From an optimization exercise on the open Yosys and OpenROAD flow, aimed at small area, a short achievable clock period and few clock cycles; shortcuts taken in it are not production practice. Only simulation tests tie the RTL to the original design; equivalence was not proved. Power figures rest on the tool's default switching activity, not on a simulated workload.

==> flow/design.v <==
module add64 (
    input  [63:0] a,
    input  [63:0] b,
    input         ci,
    output [63:0] s
);
    reg [63:0] G, P, c;
    integer l, i;
    always @(*) begin
        P = a ^ b;
        G = a & b;
        G[0] = G[0] | (P[0] & ci);
        for (l = 0; l < 6; l = l + 1)
            for (i = 0; i < 64; i = i + 1)
                if (((i + 1) % (2 << l)) == 0) begin
                    G[i] = G[i] | (P[i] & G[i - (1 << l)]);
                    P[i] = P[i] & P[i - (1 << l)];
                end
        for (l = 4; l >= 0; l = l - 1)
            for (i = 0; i < 64; i = i + 1)
                if (((i + 1) % (2 << l)) == (1 << l) && i > (1 << l)) begin
                    G[i] = G[i] | (P[i] & G[i - (1 << l)]);
                    P[i] = P[i] & P[i - (1 << l)];
                end
        c = {G[62:0], ci};
    end
    assign s = a ^ b ^ c;
endmodule
module inc60 (
    input  [59:0] a,
    output [59:0] s
);
    reg [63:0] P;
    integer l, i;
    always @(*) begin
        P = {4'b0, a};
        for (l = 0; l < 6; l = l + 1)
            for (i = 0; i < 64; i = i + 1)
                if (((i + 1) % (2 << l)) == 0)
                    P[i] = P[i] & P[i - (1 << l)];
        for (l = 4; l >= 0; l = l - 1)
            for (i = 0; i < 64; i = i + 1)
                if (((i + 1) % (2 << l)) == (1 << l) && i > (1 << l))
                    P[i] = P[i] & P[i - (1 << l)];
    end
    assign s = a ^ {P[58:0], 1'b1};
endmodule
module y86_cpu (
    input             clk,
    input             rst,
    output     [63:0] imem_addr,
    input      [79:0] imem_rdata,
    output     [63:0] dmem_addr,
    output            dmem_we,
    output     [63:0] dmem_wdata,
    input      [63:0] dmem_rdata,
    output     [1:0]  stat,
    input      [3:0]  dbg_reg,
    output     [63:0] dbg_val
);
    localparam I_HALT = 4'h0, I_NOP = 4'h1, I_RRMOVQ = 4'h2, I_IRMOVQ = 4'h3,
               I_RMMOVQ = 4'h4, I_MRMOVQ = 4'h5, I_OPQ = 4'h6, I_JXX = 4'h7,
               I_CALL = 4'h8, I_RET = 4'h9, I_PUSHQ = 4'hA, I_POPQ = 4'hB;
    localparam RSP = 4'd4, RNONE = 4'hF;
    reg [1:0]  stat_r;
    reg        zf, sf, of;
    reg        boot;           
    reg [63:0] fpc;            
    reg        f_valid;        
    reg        e_valid;
    reg [3:0]  e_icode, e_ifun;
    reg [3:0]  e_srcA, e_srcB, e_rA, e_rB;
    reg        e_bad;          
    reg [63:0] e_valC;         
    reg [63:0] opA;            
    reg        w_we;           
    reg        w_load;         
    reg [3:0]  w_dst;
    reg [63:0] w_val;
    reg        w_ret;          
    wire halted = stat_r != 2'd0;
    reg  [3:0] f_srcA, f_srcB;
    wire [63:0] rf [0:15];
    assign rf[15] = 64'd0;
    wire [15:0] rv = {1'b0, rvalid};
    wire [63:0] w_data = w_load ? dmem_rdata : w_val;
    wire        sp_we;         
    wire [63:0] sp_new;
    reg [14:0] rvalid;
    genvar g;
    generate
        for (g = 0; g < 15; g = g + 1) begin : R
            reg [63:0] q;
            wire wr_w = w_we && w_dst == g;
            assign rf[g] = q;
            if (g == 4) begin : SP
                always @(posedge clk)
                    if (sp_we)      q <= sp_new;
                    else if (wr_w)  q <= w_data;
                always @(posedge clk)
                    if (rst)                 rvalid[g] <= 1'b0;
                    else if (sp_we || wr_w)  rvalid[g] <= 1'b1;
            end else begin : GP
                always @(posedge clk)
                    if (wr_w)       q <= w_data;
                always @(posedge clk)
                    if (rst)        rvalid[g] <= 1'b0;
                    else if (wr_w)  rvalid[g] <= 1'b1;
            end
        end
    endgenerate
    wire [3:0]  ra_addr = halted ? dbg_reg : imem_rdata[71:68];
    wire [63:0] ra_raw  = rf[ra_addr] & {64{rv[ra_addr]}};
    assign dbg_val = ra_raw;
    wire [63:0] rb_raw  = rf[e_srcB] & {64{rv[e_srcB]}};
    wire bypB = w_we && !w_load && w_dst == e_srcB;
    wire [63:0] valA = opA;
    wire [63:0] valB = bypB ? w_val : rb_raw;
    wire e_rrmov = e_icode == I_RRMOVQ;
    wire e_irmov = e_icode == I_IRMOVQ;
    wire e_rmmov = e_icode == I_RMMOVQ;
    wire e_mrmov = e_icode == I_MRMOVQ;
    wire e_op    = e_icode == I_OPQ;
    wire e_call  = e_icode == I_CALL;
    wire e_ret   = e_icode == I_RET;
    wire e_push  = e_icode == I_PUSHQ;
    wire e_pop   = e_icode == I_POPQ;
    wire e_halt  = e_icode == I_HALT;
    wire stall = e_valid && w_we && w_load &&
                 (w_dst == e_srcA || w_dst == e_srcB);
    wire e_live = e_valid && !halted;
    wire e_go   = e_live && !stall && !e_bad && !e_halt;
    reg e_cnd;
    always @(*) begin
        case (e_ifun)
            4'd0:    e_cnd = 1'b1;
            4'd1:    e_cnd = (sf ^ of) | zf;
            4'd2:    e_cnd = sf ^ of;
            4'd3:    e_cnd = zf;
            4'd4:    e_cnd = ~zf;
            4'd5:    e_cnd = ~(sf ^ of);
            4'd6:    e_cnd = ~(sf ^ of) & ~zf;
            default: e_cnd = 1'b0;
        endcase
    end
    wire        e_sub = e_op && e_ifun[1:0] == 2'd1;
    wire [63:0] opB   = e_op ? valA :
                        (e_rmmov || e_mrmov) ? e_valC :
                        (e_push || e_call) ? 64'hFFFF_FFFF_FFFF_FFF8 :
                        64'd8;
    wire [63:0] sum;
    add64 adder (.a(valB), .b(e_sub ? ~opB : opB), .ci(e_sub), .s(sum));
    reg  [63:0] alu_out;
    always @(*) begin
        case (e_ifun[1:0])
            2'd2:    alu_out = valB & valA;
            2'd3:    alu_out = valB ^ valA;
            default: alu_out = sum;
        endcase
        if (!e_op) alu_out = sum;
    end
    wire alu_of = (e_ifun[1:0] == 2'd0) ? (valA[63] == valB[63]) && (sum[63] != valB[63]) :
                  (e_ifun[1:0] == 2'd1) ? (valA[63] != valB[63]) && (sum[63] != valB[63]) :
                  1'b0;
    wire alu_zf = alu_out == 64'd0;
    wire alu_sf = alu_out[63];
    wire n_zf = (e_go && e_op) ? alu_zf : zf;
    wire n_sf = (e_go && e_op) ? alu_sf : sf;
    wire n_of = (e_go && e_op) ? alu_of : of;
    assign sp_we  = e_go && (e_push || e_pop || e_call || e_ret);
    assign sp_new = sum;
    assign dmem_addr  = (e_pop || e_ret) ? valB : sum;
    assign dmem_we    = e_go && (e_rmmov || e_push || e_call);
    assign dmem_wdata = e_call ? e_valC : valA;
    wire [3:0] e_dst = (e_op || e_irmov)    ? e_rB :
                       e_rrmov              ? (e_cnd ? e_rB : RNONE) :
                       (e_mrmov || e_pop)   ? e_rA :
                       RNONE;
    wire [63:0] e_res = e_irmov ? e_valC : e_rrmov ? valA : alu_out;
    wire [3:0]  f_icode = imem_rdata[79:76];
    wire [3:0]  f_ifun  = imem_rdata[75:72];
    wire [3:0]  f_rA    = imem_rdata[71:68];
    wire [3:0]  f_rB    = imem_rdata[67:64];
    wire [63:0] f_valC  = imem_rdata[63:0];
    wire [63:0] f_dest  = imem_rdata[71:8];
    wire f_jxx  = f_icode == I_JXX;
    wire f_call = f_icode == I_CALL;
    wire f_ret  = f_icode == I_RET;
    wire [3:0] x = fpc[3:0];
    wire [3:0] lo1  = {x[3] ^ (x[2] & x[1] & x[0]), x[2] ^ (x[1] & x[0]), x[1] ^ x[0], ~x[0]};
    wire [3:0] lo2  = {x[3] ^ (x[2] & x[1]), x[2] ^ x[1], ~x[1], x[0]};
    wire [3:0] lo9  = {~lo1[3], lo1[2:0]};
    wire [3:0] lo10 = {~lo2[3], lo2[2:0]};
    wire k1  = &x;
    wire k2  = x[3] & x[2] & x[1];
    wire k9  = x[3] | (x[2] & x[1] & x[0]);
    wire k10 = x[3] | (x[2] & x[1]);
    wire c2  = f_icode == I_RRMOVQ || f_icode == I_OPQ || f_icode == I_PUSHQ || f_icode == I_POPQ;
    wire c10 = f_icode == I_IRMOVQ || f_icode == I_RMMOVQ || f_icode == I_MRMOVQ;
    wire c9  = f_jxx || f_call;
    wire c1  = !(c2 || c10 || c9);
    wire [3:0] f_lo = ({4{c1}} & lo1) | ({4{c2}} & lo2) | ({4{c9}} & lo9) | ({4{c10}} & lo10);
    wire f_carry = (c1 & k1) | (c2 & k2) | (c9 & k9) | (c10 & k10);
    wire [59:0] fpc_hi1;
    inc60 pcinc (.a(fpc[63:4]), .s(fpc_hi1));
    wire [63:0] f_valP  = {f_carry ? fpc_hi1 : fpc[63:4], f_lo};
    reg f_cnd;
    always @(*) begin
        case (f_ifun)
            4'd0:    f_cnd = 1'b1;
            4'd1:    f_cnd = (n_sf ^ n_of) | n_zf;
            4'd2:    f_cnd = n_sf ^ n_of;
            4'd3:    f_cnd = n_zf;
            4'd4:    f_cnd = ~n_zf;
            4'd5:    f_cnd = ~(n_sf ^ n_of);
            4'd6:    f_cnd = ~(n_sf ^ n_of) & ~n_zf;
            default: f_cnd = 1'b0;
        endcase
    end
    wire f_bad = (f_icode > 4'hB) ||
                 ((f_icode == I_RRMOVQ || f_jxx) && f_ifun > 4'd6) ||
                 (f_icode == I_OPQ && f_ifun > 4'd3);
    always @(*) begin
        f_srcA = RNONE;
        f_srcB = RNONE;
        case (f_icode)
            I_RRMOVQ:          f_srcA = f_rA;
            I_RMMOVQ, I_OPQ: begin f_srcA = f_rA; f_srcB = f_rB; end
            I_MRMOVQ:          f_srcB = f_rB;
            I_PUSHQ: begin     f_srcA = f_rA; f_srcB = RSP; end
            I_POPQ, I_CALL, I_RET: f_srcB = RSP;
            default: ;
        endcase
    end
    wire e_wr_dst = e_go && e_dst != RNONE && e_dst == f_srcA;
    wire e_wr_sp  = e_go && (e_push || e_pop || e_call || e_ret) && f_srcA == RSP;
    wire w_wr_a   = w_we && w_dst == f_srcA;
    wire [63:0] f_opA = e_wr_dst ? e_res :
                        e_wr_sp  ? sum :
                        w_wr_a   ? w_data :
                        ra_raw;
    wire hold  = stall || !f_valid;        
    wire f_tgt = f_call || (f_jxx && f_cnd);
    wire s_ret = w_ret;
    wire s_fpc = !w_ret && hold;
    wire s_tgt = !hold && f_tgt;
    wire s_seq = !hold && !f_tgt;
    wire [63:0] next_pc = ({64{s_ret}} & dmem_rdata) |
                          ({64{s_fpc}} & fpc) |
                          ({64{s_tgt}} & f_dest) |
                          ({64{s_seq}} & f_valP);
    assign imem_addr = next_pc;
    always @(posedge clk) begin
        if (rst) begin
            stat_r  <= 2'd0;
            zf      <= 1'b1;
            sf      <= 1'b0;
            of      <= 1'b0;
            boot    <= 1'b1;
            fpc     <= 64'd0;
            f_valid <= 1'b0;
            e_valid <= 1'b0;
            w_we    <= 1'b0;
            w_load  <= 1'b0;
            w_ret   <= 1'b0;
        end else begin
            boot <= 1'b0;
            fpc  <= next_pc;
            if (boot || w_ret)
                f_valid <= 1'b1;
            else if (!stall && f_valid && f_ret)
                f_valid <= 1'b0;
            if (!stall) begin
                e_valid <= f_valid && !boot && !w_ret;
                e_icode <= f_icode;
                e_ifun  <= f_ifun;
                e_rA    <= f_rA;
                e_rB    <= f_rB;
                e_srcA  <= f_srcA;
                e_srcB  <= f_srcB;
                e_bad   <= f_bad;
                e_valC  <= f_call ? f_valP : f_valC;
                opA     <= f_opA;
            end else if (w_dst == e_srcA) begin
                opA     <= dmem_rdata;
            end
            if (e_live && !stall && e_bad)
                stat_r <= 2'd2;
            else if (e_live && !stall && e_halt)
                stat_r <= 2'd1;
            if (e_go && e_op) begin
                zf <= alu_zf;
                sf <= alu_sf;
                of <= alu_of;
            end
            w_we   <= e_go && e_dst != RNONE;
            w_load <= e_mrmov || e_pop;
            w_dst  <= e_dst;
            w_val  <= e_res;
            w_ret  <= e_go && e_ret;
        end
    end
    assign stat = stat_r;
endmodule
make LEC_CHECK=0 CAP_MARGIN=20 CORE_MARGIN=2 CORE_UTILIZATION=40 PLACE_DENSITY=0.6 SLEW_MARGIN=20 finish   # period 60.0 ns
run.sh (not shown) runs the stock make flow with config.mk's settings and CLKGATE_MAP_FILE= SYNTH_SCRIPT=/design/flow/synth_recipe.tcl, a recipe that flattens the netlist after the stock synthesis.
Testbench counts at the start, summed over its fixed seeds: cycles 22,423.
Edit:
--- a/flow/design.v
+++ b/flow/design.v
@@ -109,7 +109,7 @@
             end
         end
     endgenerate
-    wire [3:0]  ra_addr = halted ? dbg_reg : imem_rdata[71:68];
+    wire [3:0]  ra_addr = halted ? dbg_reg : f_srcA;
     wire [63:0] ra_raw  = rf[ra_addr] & {64{rv[ra_addr]}};
     assign dbg_val = ra_raw;
     wire [63:0] rb_raw  = rf[e_srcB] & {64{rv[e_srcB]}};
@@ -186,24 +186,22 @@
     wire f_jxx  = f_icode == I_JXX;
     wire f_call = f_icode == I_CALL;
     wire f_ret  = f_icode == I_RET;
-    wire [3:0] x = fpc[3:0];
-    wire [3:0] lo1  = {x[3] ^ (x[2] & x[1] & x[0]), x[2] ^ (x[1] & x[0]), x[1] ^ x[0], ~x[0]};
-    wire [3:0] lo2  = {x[3] ^ (x[2] & x[1]), x[2] ^ x[1], ~x[1], x[0]};
-    wire [3:0] lo9  = {~lo1[3], lo1[2:0]};
-    wire [3:0] lo10 = {~lo2[3], lo2[2:0]};
-    wire k1  = &x;
-    wire k2  = x[3] & x[2] & x[1];
-    wire k9  = x[3] | (x[2] & x[1] & x[0]);
-    wire k10 = x[3] | (x[2] & x[1]);
-    wire c2  = f_icode == I_RRMOVQ || f_icode == I_OPQ || f_icode == I_PUSHQ || f_icode == I_POPQ;
-    wire c10 = f_icode == I_IRMOVQ || f_icode == I_RMMOVQ || f_icode == I_MRMOVQ;
-    wire c9  = f_jxx || f_call;
-    wire c1  = !(c2 || c10 || c9);
-    wire [3:0] f_lo = ({4{c1}} & lo1) | ({4{c2}} & lo2) | ({4{c9}} & lo9) | ({4{c10}} & lo10);
-    wire f_carry = (c1 & k1) | (c2 & k2) | (c9 & k9) | (c10 & k10);
+    wire [4:0]  lo1  = {1'b0, fpc[3:0]} + 5'd1;
+    wire [4:0]  lo2  = {1'b0, fpc[3:0]} + 5'd2;
+    wire [4:0]  lo9  = {1'b0, fpc[3:0]} + 5'd9;
+    wire [4:0]  lo10 = {1'b0, fpc[3:0]} + 5'd10;
+    reg  [4:0]  f_lo;
+    always @(*) begin
+        case (f_icode)
+            I_RRMOVQ, I_OPQ, I_PUSHQ, I_POPQ: f_lo = lo2;
+            I_IRMOVQ, I_RMMOVQ, I_MRMOVQ:     f_lo = lo10;
+            I_JXX, I_CALL:                    f_lo = lo9;
+            default:                          f_lo = lo1;
+        endcase
+    end
     wire [59:0] fpc_hi1;
     inc60 pcinc (.a(fpc[63:4]), .s(fpc_hi1));
-    wire [63:0] f_valP  = {f_carry ? fpc_hi1 : fpc[63:4], f_lo};
+    wire [63:0] f_valP  = {f_lo[4] ? fpc_hi1 : fpc[63:4], f_lo[3:0]};
     reg f_cnd;
     always @(*) begin
         case (f_ifun)
@@ -239,16 +237,17 @@
                         e_wr_sp  ? sum :
                         w_wr_a   ? w_data :
                         ra_raw;
-    wire hold  = stall || !f_valid;        
-    wire f_tgt = f_call || (f_jxx && f_cnd);
-    wire s_ret = w_ret;
-    wire s_fpc = !w_ret && hold;
-    wire s_tgt = !hold && f_tgt;
-    wire s_seq = !hold && !f_tgt;
-    wire [63:0] next_pc = ({64{s_ret}} & dmem_rdata) |
-                          ({64{s_fpc}} & fpc) |
-                          ({64{s_tgt}} & f_dest) |
-                          ({64{s_seq}} & f_valP);
+    reg [63:0] next_pc;
+    always @(*) begin
+        if (w_ret)
+            next_pc = dmem_rdata;
+        else if (stall || !f_valid)
+            next_pc = fpc;
+        else if (f_call || (f_jxx && f_cnd))
+            next_pc = f_dest;
+        else
+            next_pc = f_valP;
+    end
     assign imem_addr = next_pc;
     always @(posedge clk) begin
         if (rst) begin
Die area decreases by 0.62%; critical path depth increases by 2; worst setup slack loses 1.2 ns; final area goes down by 0.36%; fmax is lower by 3.8%; hold slack got worse by 0.019 ns; sequential share of layout area rose by 0.17 points; power fell by 3.7%.
Testbench counts after the change, summed over its fixed seeds: cycles 22,423.

[separate check: timing with driven ports]
How much do the figures lean on ideal ports? The routed layouts below were timed once more, with nothing changed but the port constraints.
Step 1 assumes that a clkbuf_16 drives the clock port and a buf_2 every other input.
Step 2 times the ports against the registers' clock, not the clock port: input delays grow and output delays shrink by t, the midpoint of the rising clock arrivals with the driver on.
Three values: ideal ports, drivers, drivers and shift; two values: the first two.
run	t, ns	setup WS [ns]	hold WS [ns]
the first run	0.898	30.960 / 30.937 / 30.937	0.485 / 0.485 / 0.485
the second run	0.903	29.802 / 29.776 / 29.776	0.466 / 0.466 / 0.466
After both steps every run listed still meets setup and hold. For the second run, which loses most, drivers alone change the setup slack by -0.026 ns; drivers and shift together by -0.026 ns.
